Source: an optimization exercise on an open RTL-to-GDS flow (aim: small area, a short achievable clock period and few clock cycles). Production flows keep margins and buffers that such runs may drop. In this exercise RTL edits were held to simulation tests only and were not proved equivalent to the original. No activity file was given, so power comes from the tool's default toggle rates.

==> flow/flow/run.sh <==
#!/bin/bash
# Standard ORFS layout, with the timing repair steps aiming for 7.5 ns of
# setup slack at the design's 12 ns clock (the design's constraints are
# unchanged; only how hard the repair works).
set -euo pipefail
bash standard.sh SETUP_SLACK_MARGIN=7.5 finish > standard_finish.log 2>&1
==> flow/standard.sh <==
#!/bin/bash
# synth_recipe.tcl (not shown) runs the flow's synth.tcl, then flattens the netlist and writes it again
# the make line also repeats each setting of config.mk as NAME=value (left out here)
make -C /OpenROAD-flow-scripts/flow DESIGN_CONFIG=/design/flow/config.mk WORK_HOME=/design/flow/orfs CLKGATE_MAP_FILE= SYNTH_SCRIPT=/design/flow/synth_recipe.tcl "${@:-finish}"
==> flow/config.mk <==
export PLATFORM = sky130hd
export DESIGN_NAME = CPU
export DESIGN_NICKNAME = CPU
export VERILOG_FILES = /design/flow/design.v
export SDC_FILE = /design/flow/constraint.sdc
export NUM_CORES = 8
export LEC_CHECK = 0
export CAP_MARGIN = 20
export CORE_MARGIN = 2
export CORE_UTILIZATION = 50
export CTS_BUF_LIST = sky130_fd_sc_hd__clkbuf_8
export SLEW_MARGIN = 20
==> flow/constraint.sdc <==
create_clock -name core_clock -period 12.0 [get_ports {clk}]
set_input_delay 2.4000 -clock core_clock [delete_from_list [all_inputs] [get_ports {clk}]]
set_output_delay 2.4000 -clock core_clock [all_outputs]
set_load 0.01 [all_outputs]
==> flow/design.v <==
module ALU(
    input [31:0] a,
    input [31:0] b,
    input sub,
    input selL,
    input f_and,
    input f_or,
    input f_xor,
    input f_nor,
    input f_slt,
    output [31:0] y
);
    wire [31:0] bx = b ^ {32{sub}};
    wire [31:0] sum = a + bx + {31'd0, sub};
    wire lt = (a[31] ^ b[31]) ? a[31] : sum[31];
    wire [31:0] lg = ({32{f_and}} & (a & b)) |
                     ({32{f_or}}  & (a | b)) |
                     ({32{f_xor}} & (a ^ b)) |
                     ({32{f_nor}} & ~(a | b));
    assign y[31:1] = selL ? lg[31:1] : sum[31:1];
    assign y[0] = f_slt ? lt : (selL ? lg[0] : sum[0]);
endmodule
module Registers(
    input clk,
    input rst,
    input [4:0] ra1,
    input [4:0] ra2,
    input en1,
    input en2,
    input [4:0] wa,
    input [31:0] wd,
    input we,
    output reg [31:0] rd1,
    output reg [31:0] rd2
);
    reg [31:0] regs [0:31];
    reg [31:0] valid;
    integer k;
    genvar i;
    generate
        for (i = 0; i < 32; i = i + 1) begin : row
            always @(posedge clk)
                if (we && wa == i)
                    regs[i] <= wd;
        end
    endgenerate
    always @(posedge clk, posedge rst)
        if (rst)
            valid <= 32'd0;
        else if (we)
            valid[wa] <= 1'b1;
    wire [3:0] h1 = 4'd1 << ra1[4:3];
    wire [7:0] l1 = 8'd1 << ra1[2:0];
    wire [3:0] h2 = 4'd1 << ra2[4:3];
    wire [7:0] l2 = 8'd1 << ra2[2:0];
    reg [31:0] g1 [0:3];
    reg [31:0] g2 [0:3];
    integer j;
    always @(*) begin
        for (j = 0; j < 4; j = j + 1) begin
            g1[j] = 32'd0; g2[j] = 32'd0;
            for (k = 0; k < 8; k = k + 1) begin
                g1[j] = g1[j] | ({32{l1[k] & valid[8*j+k]}} & regs[8*j+k]);
                g2[j] = g2[j] | ({32{l2[k] & valid[8*j+k]}} & regs[8*j+k]);
            end
        end
        rd1 = 32'd0; rd2 = 32'd0;
        for (j = 0; j < 4; j = j + 1) begin
            rd1 = rd1 | ({32{h1[j] & en1}} & g1[j]);
            rd2 = rd2 | ({32{h2[j] & en2}} & g2[j]);
        end
    end
endmodule
module CPU(
    input clk,
    input rst,
    output [7:0] mem_addr,
    output [31:0] mem_wdata,
    output mem_we,
    input [31:0] mem_rdata
);
    reg  [7:0] addr_q;    
    reg        data_q;    
    reg        dload_q;   
    reg  [4:0] lrd_d_q;   
    reg        lwb_q;     
    reg  [4:0] lrd_w_q;   
    reg        we_q;
    reg [31:0] wdata_q;
    reg  [5:0] nf_q;      
    reg        rv_q;      
    reg  [5:0] rpc_q;     
    reg        rpred_q;   
    reg        btb_v;
    reg  [5:0] btb_pc, btb_tgt;
    reg        e_v;
    reg        e_wr;      
    reg        e_lw, e_sw, e_br, e_bne;
    reg  [4:0] e_rd, e_rs, e_rt;
    reg        e_urs, e_urt;
    reg        e_sub, e_selL, e_and, e_or, e_xor, e_nor, e_slt;
    reg        e_fa, e_fb;    
    reg  [5:0] e_tgt;     
    reg  [5:0] e_btgt;    
    reg  [5:0] e_pc;
    reg        e_back;    
    reg        e_mis;     
    reg        e_ceq;     
    reg  [9:0] e_imm;     
    reg [31:0] e_a, e_b;
    reg        w_v;
    reg  [4:0] w_rd;
    reg [31:0] r_q;
    wire [31:0] ins = mem_rdata;
    wire [5:0] op = ins[31:26];
    wire [5:0] fn = ins[5:0];
    wire [4:0] rs = ins[25:21];
    wire [4:0] rt = ins[20:16];
    wire d_r   = op == 6'b000000;
    wire d_i   = ~op[5] & op[3];
    wire d_lw  = op == 6'b100011;
    wire d_sw  = op == 6'b101011;
    wire d_beq = op == 6'b000100;
    wire d_bne = op == 6'b000101;
    wire d_j   = op == 6'b000010;
    wire d_br  = d_beq | d_bne;
    wire d_wr  = d_r | d_i;
    wire d_urs = d_r | d_i | d_lw | d_sw | d_br;
    wire d_urt = d_r | d_sw | d_br;
    wire [4:0] d_rd = d_r ? ins[15:11] : rt;
    wire d_sub = d_r & (fn == 6'b100010 || fn == 6'b101010) | (op == 6'b001010);
    wire d_and = d_r & (fn == 6'b100100) | (op == 6'b001100);
    wire d_or  = d_r & (fn == 6'b100101) | (op == 6'b001101);
    wire d_xor = d_r & (fn == 6'b100110) | (op == 6'b001110);
    wire d_nor = d_r & (fn == 6'b100111);
    wire d_slt = d_r & (fn == 6'b101010) | (op == 6'b001010);
    wire d_selL = d_and | d_or | d_xor | d_nor | d_slt;
    wire [5:0] d_pc1 = rpc_q + 6'd1;
    wire [5:0] d_btgt = d_j ? ins[5:0] : d_pc1 + ins[5:0];
    wire d_back = d_br & ins[15] & ~rpred_q;
    wire d_pred = rpred_q | d_back;
    wire [5:0] d_tgt = d_pred ? d_pc1 : d_btgt;
    wire d_mis = d_br ? 1'b0 : (d_j ? ~d_pred : d_pred);
    wire d_ceq = d_bne ? d_pred : ~d_pred;
    wire [31:0] a = e_fa ? r_q : e_a;
    wire [31:0] b = e_fb ? r_q : e_b;
    wire [31:0] res;
    ALU alu (.a(a), .b(b), .sub(e_sub), .selL(e_selL), .f_and(e_and), .f_or(e_or),
             .f_xor(e_xor), .f_nor(e_nor), .f_slt(e_slt), .y(res));
    wire eq = a == b;
    wire [9:0] daddr = a[9:0] + e_imm;
    wire lhaz = dload_q & ((e_urs & (e_rs == lrd_d_q)) |
                           (e_urt & (e_rt == lrd_d_q)) |
                           (e_wr  & (e_rd == lrd_d_q)));
    wire hold = lwb_q | (e_v & lhaz);
    wire ex = e_v & ~hold;
    wire redirect = ex & (e_mis | (e_br & (eq == e_ceq)));
    wire [5:0] fa = addr_q[5:0];
    wire near = ~data_q & (e_tgt == fa);
    wire refetch = redirect & ~near;
    wire taken_back = ex & e_br & e_back & (eq ^ e_bne);
    wire memop = ex & (e_lw | e_sw);
    wire hit = btb_v & ~data_q & (fa == btb_pc);
    wire [5:0] seq = data_q ? nf_q : (hit ? btb_tgt : fa + 6'd1);
    wire d_redir = rv_q & d_back & ~hold & ~redirect;
    wire [5:0] resume = refetch ? e_tgt :
                        (rv_q & hold) ? rpc_q :
                        d_redir ? d_btgt : seq;
    assign mem_addr  = addr_q;
    assign mem_we    = we_q;
    assign mem_wdata = wdata_q;
    wire [31:0] rfa, rfb;
    wire byp_a = w_v & (w_rd == rs);
    wire byp_b = w_v & (w_rd == rt);
    wire en_a = ~hold & ~byp_a;
    wire en_b = ~hold & ~byp_b & ~d_i;
    wire fix_a = lwb_q & e_urs & (e_rs == lrd_w_q);
    wire fix_b = lwb_q & e_urt & (e_rt == lrd_w_q);
    wire [31:0] se = {{16{ins[15]}}, ins[15:0]};
    wire [31:0] oth_a = hold ? (fix_a ? mem_rdata : a) : r_q;
    wire [31:0] oth_b = hold ? (fix_b ? mem_rdata : b) : (d_i ? se : r_q);
    Registers rf (.clk(clk), .rst(rst), .ra1(rs), .ra2(rt), .en1(en_a), .en2(en_b),
                  .wa(w_rd), .wd(r_q), .we(w_v), .rd1(rfa), .rd2(rfb));
    wire [31:0] a_next = rfa | (oth_a & {32{~en_a}});
    wire [31:0] b_next = rfb | (oth_b & {32{~en_b}});
    always @(posedge clk, posedge rst) begin
        if (rst) begin
            addr_q  <= 8'd0;
            data_q  <= 1'b0;
            dload_q <= 1'b0;
            lwb_q   <= 1'b0;
            we_q    <= 1'b0;
            rv_q    <= 1'b0;
            e_v     <= 1'b0;
            w_v     <= 1'b0;
            btb_v   <= 1'b0;
        end else begin
            addr_q  <= memop ? daddr[9:2] : {2'b00, resume};
            data_q  <= memop;
            dload_q <= ex & e_lw;
            we_q    <= ex & e_sw;
            lwb_q   <= dload_q;
            rv_q    <= ~data_q & ~refetch & ~d_redir;
            w_v     <= lwb_q | (ex & e_wr);
            if (!hold)
                e_v <= rv_q & ~redirect;
            if (taken_back)
                btb_v <= 1'b1;
        end
    end
    always @(posedge clk) begin
        nf_q    <= resume;
        rpc_q   <= fa;
        rpred_q <= hit;
        lrd_d_q <= e_rd;
        lrd_w_q <= lrd_d_q;
        wdata_q <= b;
        r_q     <= lwb_q ? mem_rdata : res;
        w_rd    <= lwb_q ? lrd_w_q : e_rd;
        e_a     <= a_next;
        e_b     <= b_next;
        if (taken_back) begin
            btb_pc  <= e_pc;
            btb_tgt <= e_btgt;
        end
        if (hold) begin
            e_fa <= 1'b0;
            e_fb <= 1'b0;
        end else begin
            e_fa   <= e_v & e_wr & (e_rd == rs);
            e_fb   <= e_v & e_wr & (e_rd == rt) & ~d_i;
            e_imm  <= ins[9:0];
            e_rs   <= rs;
            e_rt   <= rt;
            e_rd   <= d_rd;
            e_urs  <= d_urs;
            e_urt  <= d_urt;
            e_wr   <= d_wr;
            e_lw   <= d_lw;
            e_sw   <= d_sw;
            e_br   <= d_br;
            e_bne  <= d_bne;
            e_sub  <= d_sub;
            e_selL <= d_selL;
            e_and  <= d_and;
            e_or   <= d_or;
            e_xor  <= d_xor;
            e_nor  <= d_nor;
            e_slt  <= d_slt;
            e_tgt  <= d_tgt;
            e_btgt <= d_btgt;
            e_pc   <= rpc_q;
            e_back <= ins[15];
            e_mis  <= d_mis;
            e_ceq  <= d_ceq;
        end
    end
endmodule
==> summary.txt, run 1 <==
Status
  • Run status: timing/DRC/antenna clean

STA
  • Clock skew: 59.9 ps
  • # setup viols final: 0
  • Max-slew violation count: 0
  • Final critical-path share of the clock period: 0.383
  • Fin Setup TNS: 0 ps
  • Transition time of the tightest slew-check pin: 1240 ps
  • Fin crit period: ~4600 ps
  • RSZ-0062 raised after global routing: no
  • Final Hold Viols: 0
  • Worst hold slack: 415 ps
  • Max frequency: 218 MHz
  • Setup WS post-layout: 7400 ps
  • Slew headroom: 0.172

Clock network
  • Num CTS Buffers: 209
  • Clock Sinks: between 1000 and 1500
  • Worst-Skew Late Latency: 990 ps
  • Root buffer cell: clkbuf_8
  • CTS tree: yes
  • Clock-pin slew on the worst setup and hold paths: roughly 70 ps
  • H-tree Lvls: 4
  • Max clock buf depth: 3

Floorplanning
  • Initial Utilization: 0.505
  • Die Ht: roughly 350 um
  • Core ar.: 0.118 mm^2
  • Die width: 350 um
  • DIE AREA: ~0.12 mm^2
  • # IOs: 75
  • Rows: 126

Synth
  • Synth Warn #: 5
  • Post-synth EDFFs: approximately 1100
  • Synth Area per Inst: around 13 um^2
  • Sequential area share after synthesis: 0.624
  • Register bit count reported by yosys: between 1000 and 1500
  • Cell variety after synth: 83
  • Post-Syn Area: ~0.06 mm^2
  • Mapped Nets: around 4700
  • Async S/R FF share, synth: 0.0369
  • Mapped Cells: 4550
  • Ys flop type: edfxtp_1

Setup path
  • R2R depth: 12
  • CP max FO: 20
  • Critical Path RT: 12880 ps
  • Setup crit end kind: register
  • Worst EP arrival: 5480 ps
  • WS Path Type: input pin to register
  • Worst reg2reg startpoint: e_fb
  • Setup crit start kind: input pin
  • Worst Setup SP: mem_rdata[23]

Power and ir drop
  • Leak pwr: 0.0232 uW
  • Maximum vdd drop: 0.155 mV
  • Power Dens Cells: 209 mW/mm^2

Cells and area
  • Area grow syn2layout: 12.1%
  • Register Area: 0.0373 mm^2
  • Util after Layout: 0.566
  • # fillers: 9587
  • Share of cells above drive strength 1: 0.133
  • Most common cell after layout, fill and taps aside: edfxtp_1
  • Most frequent cells in the layout: edfxtp_1 (1096), a22oi_1 (515), a221oi_1 (268), a22o_1 (268), clkbuf_8 (227)
  • Final Non-Filler Cells: 6345
  • Area occupied by multi-input gates: ~0.021 mm^2
  • Final nets: roughly 4800

Place
  • GPL Wtd Cong: slightly above 1
  • I/O Buffers: between 70 and 80
  • Inst Count DP: 5932
  • Dpl hpwl: 144000 um
  • Setup WS pre-CTS: 5580 ps

Drt
  • Post-DRT Antenna Nets: 0
  • DRC Markers: 0
  • WL final: around 240000 um
  • First drt pass iteration count: 9
  • Via Count: 46100
  • Drt wl/cell: 37.9 um
  • Via density: 7.27
  • Detailed Route Iter0 Violations: 9079

GRT
  • Vias in the first global route: 42600
  • Total gr overflow: 0
  • Largest net degree at the start of global routing: 65
  • First-pass GRT wire length: 331000 um
  • Initial antenna violation count: 21
  • Gr usage total: 0.386

Hold path
  • Hold path start: lrd_d_q[0]
  • Hold/Removal Path Class: register to register
  • Worst Hold Depth: 0

Job
  • # Max-Cap Violations: 0
==> sequential cells by signal, indices dropped and copies added (netlist names), 5 cells and up <==
name	flops
rf.regs	1024
e_a	32
e_b	32
r_q	32
rf.valid	32
wdata_q	32
e_imm	10
addr_q	8
btb_pc	6
btb_tgt	6
e_btgt	6
e_pc	6
e_tgt	6
nf_q	6
rpc_q	6
e_rd	5
e_rs	5
e_rt	5
lrd_d_q	5
lrd_w_q	5
w_rd	5
==> worst max-delay path, stage by stage <==
cell	delay (ps)
clkbuf_4	200
buf_12	170
buf_4	160
and4b_2	520
buf_6	320
a22o_1	180
a221oi_1	50
nand4_1	310
o21ai_1	110
o211ai_1	540
o21ai_0	300
o21ai_1	190
==> Yosys cell counts, types with 6 or more instances <==
cell,number,share of area
a31o_1,18,0.0026
a22oi_1,515,0.065
o31ai_1,21,0.0026
o22ai_1,22,0.0023
a21oi_1,148,0.012
nand2b_1,11,0.0012
buf_1,21,0.0013
and3_1,32,0.0034
o211ai_1,71,0.0089
nand4_1,61,0.0064
nand4b_1,6,0.00088
nor3_1,16,0.0013
edfxtp_1,1096,0.55
o21ai_0,69,0.0058
a22o_1,268,0.039
and2_1,38,0.0040
a221oi_1,274,0.040
inv_1,92,0.0058
and4b_1,12,0.0020
a21o_1,46,0.0058
dfxtp_1,158,0.053
nor2_1,168,0.011
clkbuf_1,286,0.018
buf_2,90,0.0075
ha_1,115,0.024
mux2_2,50,0.0094
o21ai_1,75,0.0063
o21a_1,8,0.0010
nor4_1,18,0.0019
nand3_1,175,0.015
a31oi_1,53,0.0056
mux2i_1,83,0.014
nand2_1,108,0.0068
xnor2_1,76,0.011
xor2_1,68,0.010
mux4_2,16,0.0060
nor3b_1,7,0.00088
dfrtp_1,48,0.020
a311o_1,22,0.0037
==> final timing paths <==
kind	slack, ps	endpoint
max	7400	e_a[30]
min	420	lrd_w_q[0]
max reg2reg	7550	addr_q[3]
min reg2reg	420	lrd_w_q[0]
max in group asynchronous	9420	addr_q[0]
min in group asynchronous	2000	w_v
==> routing by layer <==
metal | GRT usage | wire length (um) | vias to the layer above | part of all wire
met5 | 0.0200 | 487 | - | 0.0020
met1 | 0.518 | 89600 | 23000 | 0.37
met4 | 0.205 | 14400 | 26 | 0.060
met3 | 0.156 | 37600 | 556 | 0.16
li1 | - | - | 18700 | -
met2 | 0.532 | 98400 | 3859 | 0.41
==> through the flow <==
step | cell area (um^2) | power [uW]
global placement | 62300 | 10100
CTS | 66700 | 13800
finish | 67000 | 14000
floorplan | 59700 | 8310
global route | 67000 | 14400
detailed placement | 62300 | 10100
==> logic make-up (layout without fill, tap and decap cells) <==
logic type                 after synthesis  count (layout)  share of synthesized area
buffers and inverters                  493             743                     0.0329
other                                    0               9                          0
muxes                                  149             149                     0.0294
AOI/OAI and AO/OA                     1661            1661                      0.210
DFF                                   1302            1302                      0.624
adders and majority gates              117             117                     0.0248
and+or+nand+nor                        684             684                     0.0581
xor gates and xnor gates               144             144                     0.0211
==> final cells by class <==
| class | instances | share of cell area |
|---|---|---|
| tap | 1536 | 0.0287 |
| inverter | 95 | 0.00540 |
| clock buffer | 227 | 0.0467 |
| timing repair buffer | 261 | 0.0360 |
| clock inverter | 160 | 0.0136 |
| multi-input combinational | 2755 | 0.313 |
| antenna | 9 | 0.000336 |
| sequential | 1302 | 0.557 |
==> power by group <==
group          switching (uW)  internal (uW)  total (uW)  leakage, uW
logic                    2890           1240        4130      0.00889
clock network            1850           1880        3730      0.00239
registers                 279           5850        6130       0.0120
==> what timing repair did <==
item | 4_1_cts | 5_1_grt
resized for setup | 74 | 64
pin swaps | 20 | 20
gates cloned | 3 | 1
endpoints found under the setup margin | 100 | 62
hold buffers | 0 | 0
setup buffers | 2 | 11
Testbench counts, summed over its fixed seeds: cycles 23,353.
==> run 2, diff against run 1 <==
==> flow/flow/run.sh (replaced) <==
#!/bin/bash
# Standard ORFS layout. The timing repair steps aim for 8 ns of setup slack
# at the design's 12 ns clock up to clock tree synthesis, and for 9 ns in
# the repair after global routing (the design's constraints are unchanged;
# only how hard the repair works).
set -euo pipefail
bash standard.sh SETUP_SLACK_MARGIN=8 cts > standard_cts.log 2>&1
bash standard.sh SETUP_SLACK_MARGIN=9 finish > standard_finish.log 2>&1
==> run 2 against run 1 <==
Effect of this change:
- still clean on timing, DRC and antenna
- utilization rose by 7.2 points
- setup slack gained 250 ps
- clock-buffer cell count rose by 3
- global-route usage increased by 2.4 points
- routed wire length increased by 15%
- sequential share of layout area fell by 6.3 points
- synthesized cell count is the same
- combinational power increased by 26%
- cell count is 5.5% higher
- fmax rose by 5.9%
- register-to-register slack better by 590 ps
- worst hold slack got worse by 23 ps
- critical endpoint is now e_b[23]
- largest power group unchanged
==> summary.txt, run 2 <==
Floorplanning
  • Initial Utilization: 0.505 (unchanged)
  • DIE AREA: 0.122 mm^2 (unchanged)
  • Rows: 126 (unchanged)
  • Die width: 350 um (unchanged)
  • # IOs: 75 (unchanged)
  • Die Ht: 350 um (unchanged)
  • Core ar.: 0.118 mm^2 (unchanged)

Setup path
  • Setup crit start kind: input pin (unchanged)
  • Worst reg2reg startpoint: e_fa (was e_fb)
  • CP max FO: 11 (was 20)
  • FF-to-FF End: addr_q[3] (unchanged)
  • Flop2flop setup slack: 8140 ps (was 7550 ps)
  • Critical Path RT: 12800 ps (was 12880 ps)
  • Worst EP arrival: 5150 ps (was 5480 ps)
  • Setup crit end kind: register (unchanged)
  • WS Path Type: input pin to register (unchanged)
  • R2R depth: 16 (was 12)

STA
  • Final Hold Viols: 0 (unchanged)
  • Max-slew violation count: 0 (unchanged)
  • Slew headroom: 0.188 (was 0.172)
  • Final critical-path share of the clock period: 0.362 (was 0.383)
  • Fin crit period: 4340 ps (was 4600 ps)
  • Clock skew: 66.8 ps (was 59.9 ps)
  • Fin Setup TNS: 0 ps (unchanged)
  • RSZ-0062 raised after global routing: yes (was no)
  • Worst hold slack: 392 ps (was 415 ps)
  • Transition time of the tightest slew-check pin: 1220 ps (was 1240 ps)
  • # setup viols final: 0 (unchanged)
  • Max frequency: 230 MHz (was 218 MHz)

Drt
  • Via Count: 50100 (was 46100)
  • DRC Markers: 0 (unchanged)
  • Met2 wire len: 113000 um (was 98400 um)
  • Post-DRT Antenna Nets: 0 (unchanged)
  • WL final: 276000 um (was 241000 um)
  • Highest metal used: met5 (unchanged)
  • First drt pass iteration count: 7 (was 9)
  • Via density: 7.48 (was 7.27)
  • Detailed Route Iter0 Violations: 10200 (was 9079)
  • Metal-1 WL: 93100 um (was 89600 um)
  • Metal3 WL: 45200 um (was 37600 um)
  • Drt wl/cell: 41.2 um (was 37.9 um)

Synth
  • Ys flop type: edfxtp_1 (unchanged)
  • Synth Area per Inst: 13.1 um^2 (unchanged)
  • Synth Warn #: 5 (unchanged)
  • Post-Syn Area: 0.0597 mm^2 (unchanged)
  • Largest cells by area after synthesis: edfxtp_1 (55%), a22oi_1 (6.5%), dfxtp_1 (5.3%) (unchanged)
  • Register bit count reported by yosys: 1302 (unchanged)
  • Yosys top cell area share: 0.551 (unchanged)
  • Top cells by count, synth: edfxtp_1 (1096), a22oi_1 (515), clkbuf_1 (286) (unchanged)
  • Cell variety after synth: 83 (unchanged)
  • Largest area contributor in the synthesized netlist: edfxtp_1 (unchanged)
  • Mapped Cells: 4550 (unchanged)
  • Post-synth EDFFs: 1096 (unchanged)
  • Count leader, synth: edfxtp_1 (unchanged)
  • Sequential area share after synthesis: 0.624 (unchanged)
  • Async S/R FF share, synth: 0.0369 (unchanged)
  • Mapped Nets: 4701 (unchanged)

Hold path
  • Hold path start: dload_q (was lrd_d_q[0])
  • Hold EP: lwb_q (was lrd_w_q[0])
  • Worst Hold Depth: 0 (unchanged)
  • Hold/Removal Path Class: register to register (unchanged)

Place
  • GPL Wtd Cong: 0.954 (was 1.01)
  • I/O Buffers: 74 (unchanged)
  • Dpl hpwl: 149000 um (was 144000 um)

Cells and area
  • Top reg by flops: rf.regs (unchanged)
  • # fillers: 8749 (was 9587)
  • Share of cells above drive strength 1: 0.295 (was 0.133)
  • Area grow syn2layout: 26.5% (was 12.1%)
  • Util after Layout: 0.639 (was 0.566)
  • Most frequent cells in the layout: edfxtp_1 (1096), a22oi_1 (495), buf_4 (269), a22o_1 (266), clkbuf_8 (233) (was edfxtp_1 (1096), a22oi_1 (515), a221oi_1 (268), a22o_1 (268), clkbuf_8 (227))
  • Final nets: 5124 (was 4775)
  • Most common cell after layout, fill and taps aside: edfxtp_1 (unchanged)
  • Largest register FFs: 1024 (unchanged)

GRT
  • Largest net degree at the start of global routing: 88 (was 65)
  • Gr usage total: 0.410 (was 0.386)
  • First-pass GRT wire length: 349000 um (was 331000 um)
  • Total gr overflow: 0 (unchanged)
  • Initial antenna violation count: 20 (was 21)
  • Vias in the first global route: 44300 (was 42600)

Clock network
  • H-tree Lvls: 4 (unchanged)
  • Clock Sinks: 1302 (unchanged)
  • Max clock buf depth: 3 (unchanged)
  • Clock-pin slew on the worst setup and hold paths: 60 ps (was 70 ps)
  • CTS tree: yes (unchanged)
  • Root buffer cell: clkbuf_8 (unchanged)
  • Num CTS Buffers: 213 (was 209)
  • CTS Hold Bufs: 0 (unchanged)
  • Worst-Skew Late Latency: 1010 ps (was 990 ps)

Power and ir drop
  • Leak pwr: 0.0268 uW (was 0.0232 uW)
  • Maximum vdd drop: 0.185 mV (was 0.155 mV)
  • Power Dens Cells: 202 mW/mm^2 (was 209 mW/mm^2)

Status
  • Run status: timing/DRC/antenna clean (unchanged)

Job
  • # Max-Cap Violations: 0 (unchanged)
==> run 2: metal layers <==
metal / vias up / GRT usage
met4: 18 / 0.273
li1: 19500 / -
met3: 1181 / 0.177
met5: - / 0
met2: 4941 / 0.567
met1: 24500 / 0.521
==> run 2: worst max-delay path by stage <==
stage	cells past startpoint	slack (ps)	start	end
after global routing	9	7860	mem_rdata[16]	e_b[23]
after floorplan	11	7790	mem_rdata[18]	e_b[11]
after CTS	11	8000	mem_rdata[18]	e_b[13]
after global placement	12	5990	mem_rdata[23]	e_a[26]
final	9	7660	mem_rdata[16]	e_b[23]
after detailed placement	12	6000	mem_rdata[23]	e_a[26]
==> run 2: through the flow <==
step	worst slack [ps]	total power (uW)	cells	instance area [um^2]
floorplan	7790	8390	4550	60900
global placement	5990	10200	5928	62800
detailed placement	6000	10200	5928	62800
CTS	8000	14200	6391	69100
global route	7860	15600	6693	75500
finish	7660	15300	6697	75500
==> run 2: final cells by class <==
class | count | area, um^2 | share of cell area
diodes | 5 | 12.5 | 0.000166
clock buffers | 230 | 3170 | 0.0419
multi-input cells | 2759 | 24200 | 0.320
flip-flops and latches | 1302 | 37300 | 0.494
well taps | 1536 | 1920 | 0.0254
repair buffers | 602 | 7570 | 0.100
clock inverters | 168 | 997 | 0.0132
inverters | 95 | 370 | 0.00490
==> run 2: power breakdown <==
group / total [uW] / switching (uW) / internal (uW) / leakage (uW)
Sequential: 6180 / 323 / 5850 / 0.0120
Combinational: 5210 / 3390 / 1820 / 0.0125
Clock: 3880 / 1930 / 1950 / 0.00235
==> run 2: critical path, stage by stage <==
cell      delay (ps)
buf_12           120
buf_12           150
and3b_2          240
and2_4           150
buf_12           150
a221oi_2         270
nand4_1          850
o211ai_1         630
a31oi_1          150
==> run 2: cells by family (layout without fill, tap and decap cells) <==
| kind of cell | after synthesis | after routing | share of synthesized area |
|---|---|---|---|
| simple gates | 684 | 688 | 0.0581 |
| other cells | 0 | 5 | 0 |
| buf+inv | 493 | 1095 | 0.0329 |
| flops | 1302 | 1302 | 0.624 |
| fa+ha+maj | 117 | 117 | 0.0248 |
| compound gates | 1661 | 1661 | 0.210 |
| xor+xnor | 144 | 144 | 0.0211 |
| mux | 149 | 149 | 0.0294 |
==> run 2: what timing repair did <==
item	in CTS	in global routing
resized for setup	477	841
pin swaps	65	332
gates cloned	22	46
setup endpoints to repair	156	379
buffers inserted	43	254
==> run 3, diff against run 2 <==
--- a/flow/design.v
+++ b/flow/design.v
@@ -103,5 +103,2 @@
     reg  [5:0] e_tgt;     
-    reg  [5:0] e_btgt;    
-    reg  [5:0] e_pc;
-    reg        e_back;    
     reg        e_mis;     
@@ -160,3 +157,2 @@
     wire refetch = redirect & ~near;
-    wire taken_back = ex & e_br & e_back & (eq ^ e_bne);
     wire memop = ex & (e_lw | e_sw);
@@ -206,3 +202,3 @@
                 e_v <= rv_q & ~redirect;
-            if (taken_back)
+            if (d_redir)
                 btb_v <= 1'b1;
@@ -221,5 +217,5 @@
         e_b     <= b_next;
-        if (taken_back) begin
-            btb_pc  <= e_pc;
-            btb_tgt <= e_btgt;
+        if (d_redir) begin
+            btb_pc  <= rpc_q;
+            btb_tgt <= d_btgt;
         end
@@ -250,5 +246,2 @@
             e_tgt  <= d_tgt;
-            e_btgt <= d_btgt;
-            e_pc   <= rpc_q;
-            e_back <= ins[15];
             e_mis  <= d_mis;
==> flow/flow/run.sh (replaced) <==
#!/bin/bash
# Standard ORFS layout, with the timing repair steps aiming for 8 ns of
# setup slack at the design's 12 ns clock (the design's constraints are
# unchanged; only how hard the repair works).
set -euo pipefail
bash standard.sh SETUP_SLACK_MARGIN=8 finish > standard_finish.log 2>&1
==> run 3 against run 2 <==
Effect of this change:
- register-to-register slack lost 20 ps
- cell count shrank 4.6%
- clock skew grew 4.5 ps
- via count shrank 5.9%
- area after synthesis shrank 1.2%
- first-iteration DRC count shrank 11%
- sequential share of layout area grew 4.2 points
- setup slack gained 71 ps
- utilization shrank 5.4 points
- clock power shrank 5%
- routed wire length shrank 9.9%
- still clean on timing, DRC and antenna
==> summary.txt, run 3 <==
Setup path
  • Flop2flop setup slack: 8120 ps (was 8140 ps)
  • Buffers & Inverters on Critical Path: 4 (was 3)
  • Worst EP arrival: 5090 ps (was 5150 ps)
  • CP cell instances: buf_4, buf_16, inv_2, buf_4, a31oi_1, a21oi_2, nor2_1, a311oi_1, o21ai_1 (was buf_12, buf_12, and3b_2, and2_4, buf_12, a221oi_2, nand4_1, o211ai_1, a31oi_1)
  • FF-to-FF End: r_q[0] (was addr_q[3])
  • Setup crit start kind: input pin (unchanged)
  • Slowest CP cell: buf_4 (was nand4_1)
  • Critical Path Most Common Cell: buf_4 (was buf_12)
  • Worst reg2reg startpoint: e_fa (unchanged)
  • WS Path Type: input pin to register (unchanged)
  • CP top delay family: buffers and inverters (was simple AND/OR/NAND/NOR gates)
  • R2R depth: 14 (was 16)
  • Max incr delay on CP: 510 ps (was 850 ps)
  • CP max FO: 87 (was 11)
  • Critical Path RT: 12820 ps (was 12800 ps)
  • Setup crit end kind: register (unchanged)

Drt
  • WL final: 249000 um (was 276000 um)
  • First drt pass iteration count: 8 (was 7)
  • Post-DRT Antenna Nets: 0 (unchanged)
  • Via Count: 47100 (was 50100)
  • Via density: 7.37 (was 7.48)
  • DRC Markers: 0 (unchanged)
  • Drt wl/cell: 38.9 um (was 41.2 um)
  • Detailed Route Iter0 Violations: 9056 (was 10200)

Clock network
  • Num CTS Buffers: 208 (was 213)
  • Root buffer cell: clkbuf_8 (unchanged)
  • Clock-pin slew on the worst setup and hold paths: 60 ps (about the same)
  • CTS Hold Bufs: 0 (unchanged)
  • Worst-Skew Late Latency: 1000 ps (was 1010 ps)
  • H-tree Lvls: 4 (unchanged)
  • Clock Sinks: 1288 (was 1302)
  • CTS tree: yes (unchanged)
  • Max clock buf depth: 3 (unchanged)

Cells and area
  • Final nets: 4820 (was 5124)
  • # fillers: 9343 (was 8749)
  • Most common cell after layout, fill and taps aside: edfxtp_1 (unchanged)
  • Util after Layout: 0.585 (was 0.639)
  • Top reg by flops: rf.regs (unchanged)
  • Share of cells above drive strength 1: 0.186 (was 0.295)
  • Largest register FFs: 1024 (unchanged)
  • Final Non-Filler Cells: 6391 (was 6697)
  • Final Cell Area: 0.0688 mm^2 (was 0.0755 mm^2)
  • Most frequent cells in the layout: edfxtp_1 (1082), a22oi_1 (621), clkbuf_8 (216), a22o_1 (197), nand4_1 (180) (was edfxtp_1 (1096), a22oi_1 (495), buf_4 (269), a22o_1 (266), clkbuf_8 (233))
  • Area grow syn2layout: 16.6% (was 26.5%)

Place
  • GPL Wtd Cong: 0.979 (was 0.954)
  • I/O Buffers: 74 (unchanged)
  • Dpl hpwl: 141000 um (was 149000 um)
  • Inst Count DP: 5912 (was 5928)
  • Cell Area, Placed: 0.0623 mm^2 (was 0.0628 mm^2)

STA
  • Final critical-path share of the clock period: 0.356 (was 0.362)
  • Transition time of the tightest slew-check pin: 1190 ps (was 1220 ps)
  • Final Hold Viols: 0 (unchanged)
  • Fin Setup TNS: 0 ps (unchanged)
  • RSZ-0062 raised after global routing: yes (unchanged)
  • # setup viols final: 0 (unchanged)
  • Fin crit period: 4270 ps (was 4340 ps)
  • Clock skew: 71.3 ps (was 66.8 ps)
  • Max frequency: 234 MHz (was 230 MHz)
  • Slew headroom: 0.207 (was 0.188)
  • Max-slew violation count: 0 (unchanged)

Synth
  • Post-synth EDFFs: 1082 (was 1096)
  • Synth Warn #: 5 (unchanged)
  • Synth Area per Inst: 13.0 um^2 (was 13.1 um^2)
  • Largest cells by area after synthesis: edfxtp_1 (55%), a22oi_1 (8.3%), dfxtp_1 (5.4%) (was edfxtp_1 (55%), a22oi_1 (6.5%), dfxtp_1 (5.3%))
  • Mapped Cells: 4530 (was 4550)
  • Post-Syn Area: 0.0590 mm^2 (was 0.0597 mm^2)
  • Top cells by count, synth: edfxtp_1 (1082), a22oi_1 (654), clkbuf_1 (298) (was edfxtp_1 (1096), a22oi_1 (515), clkbuf_1 (286))
  • Yosys top cell area share: 0.551 (about the same)
  • Mapped Nets: 4681 (was 4701)
  • Sequential area share after synthesis: 0.625 (was 0.624)
  • Count leader, synth: edfxtp_1 (unchanged)
  • Async S/R FF share, synth: 0.0373 (was 0.0369)
  • Ys flop type: edfxtp_1 (unchanged)
  • Largest area contributor in the synthesized netlist: edfxtp_1 (unchanged)
  • Cell variety after synth: 90 (was 83)
  • Register bit count reported by yosys: 1288 (was 1302)

Hold path
  • Hold/Removal Path Class: register to register (unchanged)
  • Hold path start: dload_q (unchanged)
  • Worst Hold Depth: 0 (unchanged)
  • Hold EP: lwb_q (unchanged)

Floorplanning
  • Core ar.: 0.118 mm^2 (about the same)
  • Die Ht: 347 um (was 350 um)
  • Die width: 347 um (was 350 um)
  • Rows: 126 (unchanged)
  • Initial Utilization: 0.502 (was 0.505)
  • DIE AREA: 0.121 mm^2 (was 0.122 mm^2)
  • # IOs: 75 (unchanged)

Power and ir drop
  • Share of total power in the clock network: 0.265 (was 0.254)
  • Power Dens Cells: 203 mW/mm^2 (was 202 mW/mm^2)
  • Internal power: 8950 uW (was 9620 uW)
  • Net Sw Frac: 0.361 (was 0.370)
  • Tot Pwr: 14000 uW (was 15300 uW)
  • Gate power share: 0.305 (was 0.341)
  • Flop pwr share: 0.431 (was 0.405)
  • P_sw: 5050 uW (was 5640 uW)
  • Leak pwr: 0.0238 uW (was 0.0268 uW)
  • Maximum vdd drop: 0.142 mV (was 0.185 mV)

Job
  • # Max-Cap Violations: 0 (unchanged)

GRT
  • Gr usage total: 0.394 (was 0.410)
  • First-pass GRT wire length: 336000 um (was 349000 um)
  • Total gr overflow: 0 (unchanged)
  • Largest net degree at the start of global routing: 88 (unchanged)
  • Initial antenna violation count: 16 (was 20)
  • Vias in the first global route: 44000 (was 44300)

Status
  • Run status: timing/DRC/antenna clean (unchanged)
## run 3: changes by cell type after synthesis, sizes merged, moves of 29 or more
| cell | change |
|---|---|
| a211oi | +32 |
| a21oi | -67 |
| a221oi | -69 |
| a22o | -71 |
| a22oi | +139 |
| a311oi | +29 |
| nand3 | -48 |
| nand4 | +119 |
| o211ai | -34 |
## run 3: cell families after synthesis
family	synth area share
AO/OA/AOI/OAI	0.201
multiplexers	0.0260
AND/OR/NAND/NOR	0.0686
buffers and inverters	0.0337
flip-flops	0.625
adder cells (fa/ha/maj)	0.0251
XOR/XNOR	0.0205
## run 3: worst max-delay path by stage
stage / slack [ps] / startpoint / depth (start not counted) / to
after detailed placement: 5790 / mem_rdata[16] / 12 / e_b[28]
after global routing: 7980 / mem_rdata[17] / 11 / e_b[25]
after CTS: 7980 / mem_rdata[17] / 12 / e_b[28]
after floorplan: 7870 / mem_rdata[0] / 10 / addr_q[4]
after global placement: 5720 / mem_rdata[16] / 12 / e_b[28]
final: 7730 / mem_rdata[24] / 9 / e_a[19]
## run 3: timing repair
action                                  4_1_cts  5_1_grt
gates cloned                                 14       14
gates resized for setup                     293      187
pin swaps                                    22       46
endpoints found under the setup margin      149       93
buffers inserted                             27       28
## run 3: layer usage
layer  GRT usage  share of wire
met1       0.505           0.35
met2       0.562           0.42
met3       0.148           0.15
met4       0.250          0.072
met5     0.00760        0.00058
## run 3: stage by stage
step	worst slack (ps)	hold slack, ps
finish	7730	405
global route	7980	395
CTS	7980	400
detailed placement	5790	393
global placement	5720	390
floorplan	7870	354
## run 3: cell type report
| class | count | area [um^2] | area share |
|---|---|---|---|
| Clock inverter | 175 | 1030 | 0.0150 |
| Timing Repair Buffer | 324 | 3670 | 0.0534 |
| Clock buffer | 214 | 2950 | 0.0428 |
| Sequential cell | 1288 | 36900 | 0.536 |
| Multi-Input combinational cell | 2750 | 21900 | 0.319 |
| Antenna cell | 7 | 17.5 | 0.000255 |
| Inverter | 97 | 383 | 0.00557 |
| Tap cell | 1536 | 1920 | 0.0279 |
## run 3: power by group through the flow
stage          Combinational (uW)  Clock, uW  Sequential (uW)
2_1_floorplan                1930          0             6320
3_3_place_gp                 3810          0             6100
3_5_place_dp                 3840          0             6100
4_1_cts                      3970       3710             6000
5_1_grt                      4410       3900             6050
6_report                     4260       3700             6030
## run 3: worst reg2reg max path, stage by stage (launching register included)
cell and delay (ps):
dfxtp_4 390, buf_12 180, buf_4 180, mux2i_4 290, inv_1 170, ha_1 400
and3_1 190, or4b_1 500, o2bb2ai_4 250, a21o_2 240, nand4_1 170, a2111o_1 440
a21oi_1 170, nand4bb_1 150, a2bb2oi_1 60
Testbench counts of run 3, summed over its fixed seeds: cycles 23,353.
==> run 4, diff against run 3 <==
--- a/flow/config.mk
+++ b/flow/config.mk
@@ -11,2 +11,4 @@
 export CTS_BUF_LIST = sky130_fd_sc_hd__clkbuf_8
+export CTS_CLUSTER_DIAMETER = 45
+export CTS_CLUSTER_SIZE = 20
 export SLEW_MARGIN = 20
==> run 4 against run 3 <==
Effect of this change:
- register-to-register slack got worse by 110 ps
- via count down 0.80%
- largest cell class unchanged
- first-iteration DRC count up 0.24%
- non-clock buffer count is 3 lower
- critical path depth increased by 3
- die area unchanged
- clock skew decreased by 3.9 ps
- area after synthesis unchanged
- combinational power is essentially flat
- worst hold slack got worse by 12 ps
- setup slack improved by 120 ps
==> summary.txt, run 4 <==
Status
  • Run status: timing/DRC/antenna clean (unchanged)

Synth
  • Synth Warn #: 5 (unchanged)
  • Post-synth EDFFs: 1082 (unchanged)
  • Sequential area share after synthesis: 0.625 (unchanged)
  • Count leader, synth: edfxtp_1 (unchanged)
  • Async S/R FF share, synth: 0.0373 (unchanged)
  • Synth Area per Inst: 13.0 um^2 (unchanged)
  • Mapped Nets: 4681 (unchanged)
  • Yosys top cell area share: 0.551 (unchanged)
  • Largest cells by area after synthesis: edfxtp_1 (55%), a22oi_1 (8.3%), dfxtp_1 (5.4%) (unchanged)
  • Top cells by count, synth: edfxtp_1 (1082), a22oi_1 (654), clkbuf_1 (298) (unchanged)
  • Ys flop type: edfxtp_1 (unchanged)
  • Mapped Cells: 4530 (unchanged)
  • Register bit count reported by yosys: 1288 (unchanged)
  • Largest area contributor in the synthesized netlist: edfxtp_1 (unchanged)
  • Post-Syn Area: 0.0590 mm^2 (unchanged)
  • Cell variety after synth: 90 (unchanged)

Setup path
  • Max incr delay on CP: 620 ps (was 510 ps)
  • Slowest CP cell: o211ai_1 (was buf_4)
  • CP cell instances: buf_4, buf_12, inv_2, and3_1, buf_12, a22o_1, a221oi_2, nand3_2, o211ai_1, o21ai_1, mux2i_1, o21ai_1 (was buf_4, buf_16, inv_2, buf_4, a31oi_1, a21oi_2, nor2_1, a311oi_1, o21ai_1)
  • Worst EP arrival: 5000 ps (was 5090 ps)
  • CP max FO: 32 (was 87)
  • Setup crit start kind: input pin (unchanged)
  • Critical Path RT: 12850 ps (was 12820 ps)
  • CP top delay family: compound AO/OA/AOI/OAI gates (was buffers and inverters)
  • Buffers & Inverters on Critical Path: 4 (unchanged)
  • WS Path Type: input pin to register (unchanged)
  • Setup crit end kind: register (unchanged)

STA
  • Fin Setup TNS: 0 ps (unchanged)
  • Final critical-path share of the clock period: 0.346 (was 0.356)
  • RSZ-0062 raised after global routing: yes (unchanged)
  • Transition time of the tightest slew-check pin: 1240 ps (was 1190 ps)
  • Fin crit period: 4150 ps (was 4270 ps)
  • Max-slew violation count: 0 (unchanged)
  • Slew headroom: 0.162 (was 0.207)
  • Setup WS post-layout: 7850 ps (was 7730 ps)
  • Final Hold Viols: 0 (unchanged)
  • Clock skew: 67.4 ps (was 71.3 ps)
  • # setup viols final: 0 (unchanged)
  • Max frequency: 241 MHz (was 234 MHz)

Clock network
  • Clock Sinks: 1288 (unchanged)
  • CTS Hold Bufs: 0 (unchanged)
  • Clock-pin slew on the worst setup and hold paths: 110 ps (was 60 ps)
  • CTS tree: yes (unchanged)
  • Num CTS Buffers: 152 (was 208)
  • Root buffer cell: clkbuf_8 (unchanged)
  • H-tree Lvls: 4 (unchanged)
  • Max clock buf depth: 3 (unchanged)
  • Worst-Skew Late Latency: 970 ps (was 1000 ps)

Cells and area
  • Top reg by flops: rf.regs (unchanged)
  • Final nets: 4761 (was 4820)
  • Largest register FFs: 1024 (unchanged)
  • Most common cell after layout, fill and taps aside: edfxtp_1 (unchanged)
  • Share of cells above drive strength 1: 0.190 (was 0.186)
  • Area grow syn2layout: 15.9% (was 16.6%)
  • Util after Layout: 0.581 (was 0.585)
  • Most frequent cells in the layout: edfxtp_1 (1082), a22oi_1 (622), a22o_1 (197), nand4_1 (180), clkbuf_8 (161) (was edfxtp_1 (1082), a22oi_1 (621), clkbuf_8 (216), a22o_1 (197), nand4_1 (180))
  • Final Cell Area: 0.0684 mm^2 (was 0.0688 mm^2)

Floorplanning
  • Core ar.: 0.118 mm^2 (unchanged)
  • DIE AREA: 0.121 mm^2 (unchanged)
  • Die Ht: 347 um (unchanged)
  • Initial Utilization: 0.502 (unchanged)
  • Die width: 347 um (unchanged)
  • Rows: 126 (unchanged)
  • # IOs: 75 (unchanged)

Place
  • I/O Buffers: 74 (unchanged)
  • Cell Area, Placed: 0.0623 mm^2 (unchanged)
  • Dpl hpwl: 141000 um (unchanged)
  • Setup WS pre-CTS: 5790 ps (unchanged)
  • GPL Wtd Cong: 0.979 (unchanged)

Power and ir drop
  • Maximum vdd drop: 0.151 mV (was 0.142 mV)
  • P_sw: 5110 uW (was 5050 uW)
  • Flop pwr share: 0.434 (was 0.431)
  • Net Sw Frac: 0.368 (was 0.361)
  • Internal power: 8760 uW (was 8950 uW)
  • Gate power share: 0.307 (was 0.305)
  • Power Dens Cells: 203 mW/mm^2 (about the same)
  • Share of total power in the clock network: 0.259 (was 0.265)
  • Leak pwr: 0.0233 uW (was 0.0238 uW)

Drt
  • Post-DRT Antenna Nets: 0 (unchanged)
  • DRC Markers: 0 (unchanged)
  • Drt wl/cell: 39.3 um (was 38.9 um)
  • Via density: 7.44 (was 7.37)
  • First drt pass iteration count: 8 (unchanged)
  • WL final: 247000 um (was 249000 um)
  • Via Count: 46700 (was 47100)
  • Detailed Route Iter0 Violations: 9078 (was 9056)

GRT
  • Largest net degree at the start of global routing: 88 (unchanged)
  • First-pass GRT wire length: 334000 um (was 336000 um)
  • Vias in the first global route: 43200 (was 44000)
  • Gr usage total: 0.392 (was 0.394)
  • Initial antenna violation count: 20 (was 16)
  • Total gr overflow: 0 (unchanged)

Hold path
  • Hold/Removal Path Class: register to register (unchanged)

Job
  • # Max-Cap Violations: 0 (unchanged)
-- run 4: power by group through the flow --
| stage | Sequential, uW | Combinational [uW] | Clock, uW |
|---|---|---|---|
| 4_1_cts | 5990 | 3960 | 3610 |
| 3_3_place_gp | 6100 | 3810 | 0 |
| 6_report | 6020 | 4250 | 3600 |
| 3_5_place_dp | 6100 | 3840 | 0 |
| 5_1_grt | 6040 | 4400 | 3780 |
| 2_1_floorplan | 6320 | 1930 | 0 |
-- run 4: repair_timing --
item,CTS,global route
setup buffers,24,29
gates cloned,14,13
resized for setup,288,187
pin swaps,20,63
hold endpoints to repair,0,0
setup endpoints to repair,150,98
-- run 4: final timing paths --
check                         startpoint         to  slack (ps)  cells after the start
hold reg to reg                  dload_q      lwb_q         390                      0
setup reg to reg                    e_fa     r_q[0]        8010                     14
hold / removal                   dload_q      lwb_q         390                      0
min in group asynchronous            rst  addr_q[7]        2020                      3
setup / recovery           mem_rdata[23]    e_a[30]        7850                     12
max in group asynchronous            rst  addr_q[0]        9360                      3
-- run 4: metrics by stage --
stage | hold slack [ps] | cells | power (uW)
after floorplan | 354 | 4530 | 8250
after global placement | 390 | 5911 | 9910
after detailed placement | 393 | 5912 | 9950
after CTS | 402 | 6236 | 13600
after global routing | 405 | 6280 | 14200
final | 393 | 6285 | 13900
-- run 4: cell type report --
cell class              instances  area (um^2)
diodes                          7         17.5
inverters                      97          380
flip-flops and latches       1288        36900
clock buffers                 161         2220
repair buffers                321         3650
fillers                      9363        49300
well taps                    1536         1920
multi-input cells            2750        21900
clock inverters               125         1370
-- run 4: cells by family (layout without fill, tap and decap cells) --
logic type | count (synthesis) | in the layout | share of synthesized area
simple gates | 770 | 774 | 0.0686
buf+inv | 496 | 704 | 0.0337
flops | 1288 | 1288 | 0.625
other cells | 0 | 7 | 0
fa+ha+maj | 117 | 117 | 0.0251
mux | 134 | 134 | 0.0260
xor+xnor | 138 | 138 | 0.0205
compound gates | 1587 | 1587 | 0.201
-- run 4: metal layers --
metal / wire length [um] / track usage / part of all wire
met3: 37600 / 0.148 / 0.15
met5: 56 / 0 / 0.00023
met4: 18500 / 0.241 / 0.075
met1: 87200 / 0.505 / 0.35
met2: 104000 / 0.561 / 0.42
==> run 5, diff against run 4 <==
--- a/flow/config.mk
+++ b/flow/config.mk
@@ -9,6 +9,6 @@
 export CORE_MARGIN = 2
-export CORE_UTILIZATION = 50
+export CORE_UTILIZATION = 60
 export CTS_BUF_LIST = sky130_fd_sc_hd__clkbuf_8
-export CTS_CLUSTER_DIAMETER = 45
-export CTS_CLUSTER_SIZE = 20
+export CTS_CLUSTER_DIAMETER = 60
+export CTS_CLUSTER_SIZE = 16
 export SLEW_MARGIN = 20
==> run 5 against run 4 <==
Effect of this change:
- still clean on timing, DRC and antenna
- utilization is 11 points higher
- clock power decreased by 25%
- clock-buffer cell count decreased by 49
- sequential share of layout area is 0.89 points higher
==> summary.txt, run 5 <==
Synth
  • Post-Syn Area: 0.0590 mm^2 (unchanged)
  • Post-synth EDFFs: 1082 (unchanged)
  • Largest area contributor in the synthesized netlist: edfxtp_1 (unchanged)
  • Ys flop type: edfxtp_1 (unchanged)
  • Async S/R FF share, synth: 0.0373 (unchanged)
  • Cell variety after synth: 90 (unchanged)
  • Mapped Cells: 4530 (unchanged)
  • Yosys top cell area share: 0.551 (unchanged)
  • Synth Warn #: 5 (unchanged)
  • Register bit count reported by yosys: 1288 (unchanged)
  • Top cells by count, synth: edfxtp_1 (1082), a22oi_1 (654), clkbuf_1 (298) (unchanged)
  • Mapped Nets: 4681 (unchanged)
  • Largest cells by area after synthesis: edfxtp_1 (55%), a22oi_1 (8.3%), dfxtp_1 (5.4%) (unchanged)
  • Synth Area per Inst: 13.0 um^2 (unchanged)
  • Count leader, synth: edfxtp_1 (unchanged)
  • Sequential area share after synthesis: 0.625 (unchanged)

Place
  • Cell Area, Placed: 0.0619 mm^2 (was 0.0623 mm^2)
  • I/O Buffers: 74 (unchanged)
  • Setup WS pre-CTS: 5710 ps (was 5790 ps)
  • Dpl hpwl: 135000 um (was 141000 um)
  • GPL Wtd Cong: 1.02 (was 0.979)

STA
  • Transition time of the tightest slew-check pin: 1150 ps (was 1240 ps)
  • Fin crit period: 4140 ps (was 4150 ps)
  • Setup WS post-layout: 7860 ps (was 7850 ps)
  • Worst hold slack: 426 ps (was 393 ps)
  • # setup viols final: 0 (unchanged)
  • Final Hold Viols: 0 (unchanged)
  • RSZ-0062 raised after global routing: yes (unchanged)
  • Fin Setup TNS: 0 ps (unchanged)
  • Max-slew violation count: 0 (unchanged)
  • Slew headroom: 0.228 (was 0.162)
  • Final critical-path share of the clock period: 0.345 (was 0.346)
  • Max frequency: 242 MHz (was 241 MHz)
  • Clock skew: 51.4 ps (was 67.4 ps)

Cells and area
  • Area grow syn2layout: 14.0% (was 15.9%)
  • Final Cell Area: 0.0673 mm^2 (was 0.0684 mm^2)
  • Most common cell after layout, fill and taps aside: edfxtp_1 (unchanged)
  • # fillers: 6920 (was 9363)
  • Most frequent cells in the layout: edfxtp_1 (1082), a22oi_1 (618), a22o_1 (197), nand4_1 (180), dfxtp_1 (154) (was edfxtp_1 (1082), a22oi_1 (622), a22o_1 (197), nand4_1 (180), clkbuf_8 (161))
  • Final nets: 4711 (was 4761)
  • Register Area: 0.0369 mm^2 (about the same)
  • Largest register FFs: 1024 (unchanged)
  • Area occupied by multi-input gates: 0.0222 mm^2 (was 0.0219 mm^2)
  • Top reg by flops: rf.regs (unchanged)
  • Share of cells above drive strength 1: 0.175 (was 0.190)

Setup path
  • FF-to-FF End: addr_q[2] (was r_q[0])
  • Worst reg2reg startpoint: r_q[9] (was e_fa)
  • Worst EP arrival: 4920 ps (was 5000 ps)
  • Setup crit start kind: input pin (unchanged)
  • Critical Path RT: 12780 ps (was 12850 ps)
  • CP max FO: 16 (was 32)
  • Flop2flop setup slack: 7980 ps (was 8010 ps)
  • Setup crit end kind: register (unchanged)
  • WS Path Type: input pin to register (unchanged)
  • R2R depth: 12 (was 14)

Clock network
  • Root buffer cell: clkbuf_8 (unchanged)
  • Clock-pin slew on the worst setup and hold paths: 100 ps (was 110 ps)
  • CTS tree: yes (unchanged)
  • Num CTS Buffers: 106 (was 152)
  • Max clock buf depth: 3 (unchanged)
  • H-tree Lvls: 3 (was 4)
  • Worst-Skew Late Latency: 890 ps (was 970 ps)
  • CTS Hold Bufs: 0 (unchanged)
  • Clock Sinks: 1288 (unchanged)

Power and ir drop
  • Maximum vdd drop: 0.122 mV (was 0.151 mV)
  • Power Dens Cells: 195 mW/mm^2 (was 203 mW/mm^2)
  • Leak pwr: 0.0229 uW (was 0.0233 uW)

Floorplanning
  • # IOs: 75 (unchanged)
  • Rows: 115 (was 126)
  • Core ar.: 0.0978 mm^2 (was 0.118 mm^2)
  • Die Ht: 318 um (was 347 um)
  • Initial Utilization: 0.603 (was 0.502)
  • DIE AREA: 0.101 mm^2 (was 0.121 mm^2)
  • Die width: 318 um (was 347 um)

Hold path
  • Worst Hold Depth: 0 (unchanged)
  • Hold path start: lrd_d_q[2] (was dload_q)
  • Hold EP: lrd_w_q[2] (was lwb_q)
  • Hold/Removal Path Class: register to register (unchanged)

GRT
  • Initial antenna violation count: 19 (was 20)
  • Total gr overflow: 0 (unchanged)
  • Largest net degree at the start of global routing: 109 (was 88)
  • Vias in the first global route: 42100 (was 43200)
  • Gr usage total: 0.456 (was 0.392)
  • First-pass GRT wire length: 325000 um (was 334000 um)

Drt
  • Detailed Route Iter0 Violations: 9089 (was 9078)
  • WL final: 240000 um (was 247000 um)
  • Via density: 7.82 (was 7.44)
  • Post-DRT Antenna Nets: 0 (unchanged)
  • Via Count: 46500 (was 46700)
  • DRC Markers: 0 (unchanged)
  • First drt pass iteration count: 10 (was 8)
  • Drt wl/cell: 40.3 um (was 39.3 um)

Job
  • # Max-Cap Violations: 0 (unchanged)

Status
  • Run status: timing/DRC/antenna clean (unchanged)
[run 5: area by class of cell]
class,instances,share of cell area
clock inverters,82,0.0116
clock buffers,112,0.0229
repair buffers,317,0.0567
well taps,1287,0.0239
flip-flops and latches,1288,0.548
diodes,12,0.000447
multi-input cells,2750,0.330
inverters,97,0.00567
[run 5: what timing repair did]
action,CTS,global route
endpoints found under the setup margin,154,96
gates cloned,22,10
gates resized for setup,387,138
setup buffers,24,34
pin swaps,64,46
[run 5: layer usage]
metal  global-route usage  wire [um]  share of wire
met1                0.584      82000           0.34
met3                0.206      40000           0.17
met2                0.638      99200           0.41
met4                0.269      18100          0.075
met5              0.00851        241         0.0010
[run 5: through the flow]
step / power (uW) / std cells / utilization
after floorplan: 8250 / 4530 / -
after global placement: 9920 / 5649 / 0.632
after detailed placement: 9960 / 5649 / 0.632
after CTS: 12700 / 5889 / 0.676
after global routing: 13400 / 5937 / 0.687
final: 13100 / 5945 / 0.687
[run 5: worst max-delay path by stage]
stage | from | endpoint | cells past startpoint
floorplan | mem_rdata[0] | addr_q[4] | 10
global placement | mem_rdata[17] | e_b[19] | 7
detailed placement | mem_rdata[17] | e_b[19] | 7
CTS | mem_rdata[16] | e_b[19] | 10
global route | mem_rdata[16] | e_b[19] | 10
finish | mem_rdata[21] | e_a[8] | 10
[run 5: critical path, stage by stage]
cell      delay (ps)
buf_12           130
buf_12           150
nor2_4           310
and3_2           690
a22oi_1          200
nand4_1          330
o21ai_2          310
nor2_1           190
a311oi_1          60
o21ai_1          130
[run 5: cells by family after synthesis]
kind of cell	after synthesis	synth area share
buffers and inverters	496	0.0337
muxes	134	0.0260
and+or+nand+nor	770	0.0686
DFF	1288	0.625
adders and majority gates	117	0.0251
xor gates and xnor gates	138	0.0205
AOI/OAI and AO/OA	1587	0.201
[run 5: where the power goes]
group / internal (uW) / switching (uW) / total (uW)
clock: 1120 / 1590 / 2710
sequential: 5770 / 275 / 6040
combinational: 1310 / 3020 / 4330
==> run 6, diff against run 5 <==
--- a/flow/config.mk
+++ b/flow/config.mk
@@ -9,3 +9,3 @@
 export CORE_MARGIN = 2
-export CORE_UTILIZATION = 60
+export CORE_UTILIZATION = 45
 export CTS_BUF_LIST = sky130_fd_sc_hd__clkbuf_8
==> run 6 against run 5 <==
Effect of this change:
- still clean on timing, DRC and antenna
- fmax down 0.72%
- routed wire length up 2.6%
- via count down 0.14%
- first-iteration DRC count down 7.8%
- worst hold slack worse by 1.7 ps
- non-clock buffer count up 8
- sequential share of layout area down 0.75 points
- register-to-register slack better by 110 ps
- sequential power about the same
- clock skew up 10 ps
==> summary.txt, run 6 <==
Status
  • Run status: timing/DRC/antenna clean (unchanged)

GRT
  • Vias in the first global route: 42900 (was 42100)
  • Initial antenna violation count: 22 (was 19)
  • Total gr overflow: 0 (unchanged)
  • Largest net degree at the start of global routing: 73 (was 109)
  • Gr usage total: 0.347 (was 0.456)
  • First-pass GRT wire length: 332000 um (was 325000 um)

Clock network
  • H-tree Lvls: 3 (unchanged)
  • CTS Hold Bufs: 0 (unchanged)
  • Max clock buf depth: 3 (unchanged)
  • Worst-Skew Late Latency: 920 ps (was 890 ps)
  • Clock-pin slew on the worst setup and hold paths: 100 ps (about the same)
  • Num CTS Buffers: 114 (was 106)
  • Clock Sinks: 1288 (unchanged)
  • CTS tree: yes (unchanged)
  • Root buffer cell: clkbuf_8 (unchanged)

Cells and area
  • Most common cell after layout, fill and taps aside: edfxtp_1 (unchanged)
  • Top reg by flops: rf.regs (unchanged)
  • Area grow syn2layout: 15.6% (was 14.0%)
  • Most frequent cells in the layout: edfxtp_1 (1082), a22oi_1 (620), a22o_1 (197), nand4_1 (180), dfxtp_1 (154) (was edfxtp_1 (1082), a22oi_1 (618), a22o_1 (197), nand4_1 (180), dfxtp_1 (154))
  • Final nets: 4724 (was 4711)
  • Largest register FFs: 1024 (unchanged)
  • Share of cells above drive strength 1: 0.182 (was 0.175)
  • Final Cell Area: 0.0682 mm^2 (was 0.0673 mm^2)

Setup path
  • Setup crit start kind: input pin (unchanged)
  • Critical Path RT: 12750 ps (was 12780 ps)
  • Setup crit end kind: register (unchanged)
  • CP max FO: 15 (was 16)
  • WS Path Type: input pin to register (unchanged)
  • Worst EP arrival: 4910 ps (was 4920 ps)

Floorplanning
  • # IOs: 75 (unchanged)
  • Die width: 366 um (was 318 um)
  • Core ar.: 0.130 mm^2 (was 0.0978 mm^2)
  • Rows: 132 (was 115)
  • Die Ht: 366 um (was 318 um)
  • DIE AREA: 0.134 mm^2 (was 0.101 mm^2)
  • Initial Utilization: 0.454 (was 0.603)

STA
  • Fin Setup TNS: 0 ps (unchanged)
  • # setup viols final: 0 (unchanged)
  • Slew headroom: 0.232 (was 0.228)
  • Fin crit period: 4170 ps (was 4140 ps)
  • Max frequency: 240 MHz (was 242 MHz)
  • RSZ-0062 raised after global routing: yes (unchanged)
  • Final Hold Viols: 0 (unchanged)
  • Max-slew violation count: 0 (unchanged)
  • Transition time of the tightest slew-check pin: 1150 ps (about the same)
  • Final critical-path share of the clock period: 0.347 (was 0.345)
  • Clock skew: 61.5 ps (was 51.4 ps)

Synth
  • Register bit count reported by yosys: 1288 (unchanged)
  • Post-Syn Area: 0.0590 mm^2 (unchanged)
  • Largest cells by area after synthesis: edfxtp_1 (55%), a22oi_1 (8.3%), dfxtp_1 (5.4%) (unchanged)
  • Synth Area per Inst: 13.0 um^2 (unchanged)
  • Synth Warn #: 5 (unchanged)
  • Sequential area share after synthesis: 0.625 (unchanged)
  • Async S/R FF share, synth: 0.0373 (unchanged)
  • Yosys top cell area share: 0.551 (unchanged)
  • Ys flop type: edfxtp_1 (unchanged)
  • Post-synth EDFFs: 1082 (unchanged)
  • Count leader, synth: edfxtp_1 (unchanged)
  • Largest area contributor in the synthesized netlist: edfxtp_1 (unchanged)
  • Top cells by count, synth: edfxtp_1 (1082), a22oi_1 (654), clkbuf_1 (298) (unchanged)
  • Cell variety after synth: 90 (unchanged)
  • Mapped Cells: 4530 (unchanged)
  • Mapped Nets: 4681 (unchanged)

Drt
  • Post-DRT Antenna Nets: 0 (unchanged)
  • Via density: 7.24 (was 7.82)
  • Met2 wire len: 104000 um (was 99200 um)
  • Highest metal used: met5 (unchanged)
  • WL final: 246000 um (was 240000 um)
  • DRC Markers: 0 (unchanged)
  • Detailed Route Iter0 Violations: 8383 (was 9089)
  • Via Count: 46400 (was 46500)
  • First drt pass iteration count: 7 (was 10)
  • Drt wl/cell: 38.3 um (was 40.3 um)
  • Metal3 WL: 35700 um (was 40000 um)
  • Metal-1 WL: 89300 um (was 82000 um)

Place
  • GPL Wtd Cong: 1.03 (was 1.02)
  • Dpl hpwl: 137000 um (was 135000 um)
  • Cell Area, Placed: 0.0625 mm^2 (was 0.0619 mm^2)
  • I/O Buffers: 74 (unchanged)

Power and ir drop
  • Leak pwr: 0.0231 uW (was 0.0229 uW)
  • Maximum vdd drop: 0.112 mV (was 0.122 mV)
  • Power Dens Cells: 194 mW/mm^2 (was 195 mW/mm^2)

Job
  • # Max-Cap Violations: 0 (unchanged)

Hold path
  • Hold/Removal Path Class: register to register (unchanged)
-- run 6: cell counts after synthesis --
Identical to the previous run, type by type.
-- run 6: cell type report --
| class | count | area (um^2) |
|---|---|---|
| diodes | 6 | 15.0 |
| clock buffers | 117 | 1610 |
| clock inverters | 85 | 931 |
| fillers | 11000 | 61600 |
| inverters | 97 | 387 |
| multi-input cells | 2747 | 22100 |
| flip-flops and latches | 1288 | 36900 |
| well taps | 1742 | 2180 |
| repair buffers | 325 | 4090 |
-- run 6: cell families (layout without fill, tap and decap cells) --
family          Yosys count  after routing  share of synthesized area
mux                     134            134                     0.0260
fa+ha+maj               117            117                     0.0251
flops                  1288           1288                      0.625
simple gates            770            771                     0.0686
buf+inv                 496            624                     0.0337
xor+xnor                138            138                     0.0205
other cells               0              6                          0
compound gates         1587           1587                      0.201
-- run 6: per-stage QoR --
step | util | hold WS [ps] | total power [uW] | std cells | setup WS [ps]
6_report | 0.525 | 424 | 13200 | 6407 | 7830
5_1_grt | 0.525 | 435 | 13600 | 6402 | 7970
4_1_cts | 0.515 | 417 | 12900 | 6366 | 7990
3_5_place_dp | 0.481 | 408 | 9970 | 6109 | 5850
3_3_place_gp | 0.481 | 403 | 9940 | 6109 | 5740
2_1_floorplan | - | 354 | 8250 | 4530 | 7870
-- run 6: power breakdown --
part,leakage [uW],internal (uW),switching [uW]
logic,0.00995,1340,2970
registers,0.0118,5770,257
clock network,0.00133,1240,1670
-- run 6: path summary, 6_finish.rpt --
kind | slack, ps | cells after the start | startpoint | to
worst max register to register | 8090 | 13 | e_fa | addr_q[2]
max in group asynchronous | 9390 | 3 | rst | addr_q[2]
worst min-delay path | 420 | 0 | lrd_d_q[0] | lrd_w_q[0]
min in group asynchronous | 2050 | 3 | rst | rf.valid[18]
worst min register to register | 420 | 0 | lrd_d_q[0] | lrd_w_q[0]
worst max-delay path | 7830 | 10 | mem_rdata[17] | e_b[26]
-- run 6: what timing repair did --
item / CTS / global route
endpoints found under the setup margin: 151 / 92
setup buffers: 36 / 20
resized for setup: 359 / 186
pin swaps: 47 / 59
gates cloned: 19 / 15
-- run 6: per-layer routing --
| metal | global-route usage | up-vias |
|---|---|---|
| met1 | 0.461 | 23300 |
| li1 | - | 18500 |
| met3 | 0.109 | 708 |
| met2 | 0.498 | 3860 |
| met4 | 0.208 | 12 |
| met5 | 0 | - |
-- run 6: critical path, cell delays in order --
cell and delay, ps:
buf_6 120, buf_12 140, nor3b_4 190, and2_4 170, buf_12 160, a22o_1 240
a221oi_1 200, nand3_1 220, o211ai_1 880, a31oi_1 160

[afterwards: timing with drivers on the ports]
The results above use ideal ports. As a check the final layouts listed here were re-extracted and re-timed, cells and wires unchanged.
Step 1 (the two cells are an assumption about what drives the block):
set clk [get_ports {clk}]
set_driving_cell -lib_cell sky130_fd_sc_hd__clkbuf_16 $clk
set_driving_cell -lib_cell sky130_fd_sc_hd__buf_2 [delete_from_list [all_inputs] $clk]
Step 2 times the ports against the registers' clock, not the clock port: input delays grow and output delays shrink by t, the midpoint of the rising clock arrivals with the driver on.
Slacks: ideal / step 1 / step 2; pairs: ideal / step 1.
| run | t, ns | slack for setup (ns) | worst setup path at the end | worst register clock-pin slew, ns |
|---|---|---|---|---|
| run 1 | 1.031 | 7.403 / 7.418 / 6.387 | input to register | 0.07 / 0.07 |
| run 2 | 1.050 | 7.658 / 7.670 / 6.620 | input to register | 0.08 / 0.08 |
| run 3 | 1.038 | 7.729 / 7.773 / 6.735 | input to register | 0.07 / 0.07 |
| run 4 | 1.016 | 7.846 / 7.887 / 6.871 | input to register | 0.11 / 0.11 |
| run 5 | 0.942 | 7.864 / 7.892 / 6.950 | input to register | 0.11 / 0.11 |
| run 6 | 0.960 | 7.834 / 7.868 / 6.908 | input to register | 0.12 / 0.12 |
After both steps setup and hold are still met in every run listed. The setup slack of run 2, which loses most, moves by +0.012 ns with the drivers and by -1.038 ns with both steps.
